This design comes from an exercise in tuning for small area and a short achievable clock period on the open sky130 flow, not from production work.
In this exercise RTL edits were held to simulation tests only and were not proved equivalent to the original.

Setup of rev 12:
==> flow/design.v (excerpt) <==
module dit_fft_8 (
    input [15:0] in0_r, in1_r, in2_r, in3_r, in4_r, in5_r, in6_r, in7_r,
    input [15:0] in0_i, in1_i, in2_i, in3_i, in4_i, in5_i, in6_i, in7_i,
    input clk, RST_N, write, start,
    output [15:0] out0_r, out1_r, out2_r, out3_r, out4_r, out5_r, out6_r, out7_r,
    output [15:0] out0_i, out1_i, out2_i, out3_i, out4_i, out5_i, out6_i, out7_i,
    output ready
);
Settings: LEC_CHECK=0, CAP_MARGIN=20, CORE_MARGIN=2, CORE_UTILIZATION=74, CTS_CLUSTER_DIAMETER=90, CTS_CLUSTER_SIZE=24, PLACE_DENSITY=0.84, SLEW_MARGIN=20; clock period 10.0 ns.
standard.sh (not shown) runs the stock make flow with config.mk's settings and CLKGATE_MAP_FILE= SYNTH_SCRIPT=/design/flow/synth_recipe.tcl, a recipe that flattens the netlist after the stock synthesis.
==> flow/flow/run.sh <==
#!/bin/bash
# Standard layout, with the resizer's setup repair aimed below the clock period
# so that it works on the paths that set the achieved period, plain buffers on
# the ports, and a clock tree without dummy loads.
set -euo pipefail
bash standard.sh SETUP_SLACK_MARGIN=6.2 "BUFFER_PORTS_ARGS=-buffer_cell sky130_fd_sc_hd__buf_1" \
  "CTS_ARGS=-sink_clustering_enable -repair_clock_nets -sink_clustering_size 24 -sink_clustering_max_diameter 90 -dont_use_dummy_load" \
  finish > standard.log 2>&1
Setup changes, rev 12 to rev 13
# rev 12
export LEC_CHECK = 0
export CAP_MARGIN = 20
export CORE_MARGIN = 2
export CORE_UTILIZATION = 74
export CTS_CLUSTER_DIAMETER = 90
export CTS_CLUSTER_SIZE = 24
export PLACE_DENSITY = 0.84
export SLEW_MARGIN = 20
create_clock -name core_clock -period 10.0 [get_ports {clk}]
# rev 13
export LEC_CHECK = 0
export CAP_MARGIN = 20
export CORE_MARGIN = 2
export CORE_UTILIZATION = 60
export CTS_CLUSTER_DIAMETER = 90
export CTS_CLUSTER_SIZE = 24
export PLACE_DENSITY = 0.7
export SLEW_MARGIN = 20
create_clock -name core_clock -period 10.0 [get_ports {clk}]
==> flow/flow/run.sh <==
#!/bin/bash
# Standard layout, with the resizer's setup repair aimed below the clock period
# so that it works on the paths that set the achieved period, and plain
# buffers on the ports.
set -euo pipefail
bash standard.sh SETUP_SLACK_MARGIN=6.2 "BUFFER_PORTS_ARGS=-buffer_cell sky130_fd_sc_hd__buf_2" finish > standard.log 2>&1
Results
The overall track demand over capacity in global routing number comes out lower for rev 13 vs rev 12.
Total non-filler cell area in the finished layout | rev 13 above rev 12
Diff rev 12 -> rev 13: final worst hold slack went up 0.059 ns, area of the die now larger, number of well taps now larger, clock buffer instance count of the final layout moved up, pin count of the biggest net entering global routing shows a reduction of 15.
In the metrics for rev 13 and rev 12, the one carrying the lower number of vias per cell is rev 13.
Fraction of layout cells with a size suffix above 1, rev 13 and rev 12, higher one = rev 13.
The higher maximum achievable frequency came out of rev 13.
Rev 13 ended with every stage complete and zero timing, DRC or antenna violations.

Another version of the RTL of dit_fft_8 (not shown whole).
For scale: ~1300 flip-flops, about 520 I/O pins.
## dit_fft_8
module dit_fft_8 (
    input [15:0] in0_r, in1_r, in2_r, in3_r, in4_r, in5_r, in6_r, in7_r,
    input [15:0] in0_i, in1_i, in2_i, in3_i, in4_i, in5_i, in6_i, in7_i,
    input clk, RST_N, write, start,
    output [15:0] out0_r, out1_r, out2_r, out3_r, out4_r, out5_r, out6_r, out7_r,
    output [15:0] out0_i, out1_i, out2_i, out3_i, out4_i, out5_i, out6_i, out7_i,
    output ready
);
export LEC_CHECK = 0
export CAP_MARGIN = 20
export CORE_MARGIN = 2
export CORE_UTILIZATION = 55
export CTS_BUF_LIST = sky130_fd_sc_hd__clkbuf_8
export PLACE_DENSITY = 0.65
export SLEW_MARGIN = 20
create_clock -name core_clock -period 10.0 [get_ports {clk}]
==> flow/flow/run.sh <==
#!/bin/bash
# Standard layout, with the resizer's setup repair aimed below the clock period
# so that it works on the paths that set the achieved period, and plain
# buffers on the ports.
set -euo pipefail
bash standard.sh SETUP_SLACK_MARGIN=6.1 "BUFFER_PORTS_ARGS=-buffer_cell sky130_fd_sc_hd__buf_2" finish > standard.log 2>&1
==> next run, changes <==
--- a/flow/config.mk
+++ b/flow/config.mk
@@ -11 +10,0 @@
-export CTS_BUF_LIST = sky130_fd_sc_hd__clkbuf_8
Effect:
- cell count fell by 1.1%
- register-to-register slack degrades by 0.11 ns
- wire length is about the same

==> re-timing with driven ports <==
Ports are ideal in the flow. The routed layouts listed here were re-timed in OpenROAD. Step 1, drivers: a clkbuf_16 drives clk and a buf_2 each remaining input, both assumed. Step 2 times the ports against the registers' clock, not the clock port: input delays grow and output delays shrink by t, the midpoint of the rising clock arrivals with the driver on. Three values: ideal ports, drivers, drivers and shift; two values: the first two.
run	shift t [ns]	slack for setup (ns)	hold slack, ns	worst setup path at the end
rev 12	0.730	6.124 / 6.163 / 5.433	0.267 / 0.267 / 0.267	input to register
rev 13	0.779	6.287 / 6.326 / 5.547	0.325 / 0.325 / 0.325	input to register
the first run of note 2	0.994	6.182 / 6.182 / 5.264	0.321 / 0.321 / 0.321	input to register
the second run of note 2	0.851	6.077 / 6.077 / 5.387	0.318 / 0.318 / 0.318	input to register
After both steps setup and hold are still met in every run listed. The setup slack of the first run of note 2, which loses most, moves by 0.000 ns with the drivers and by -0.918 ns with both steps.
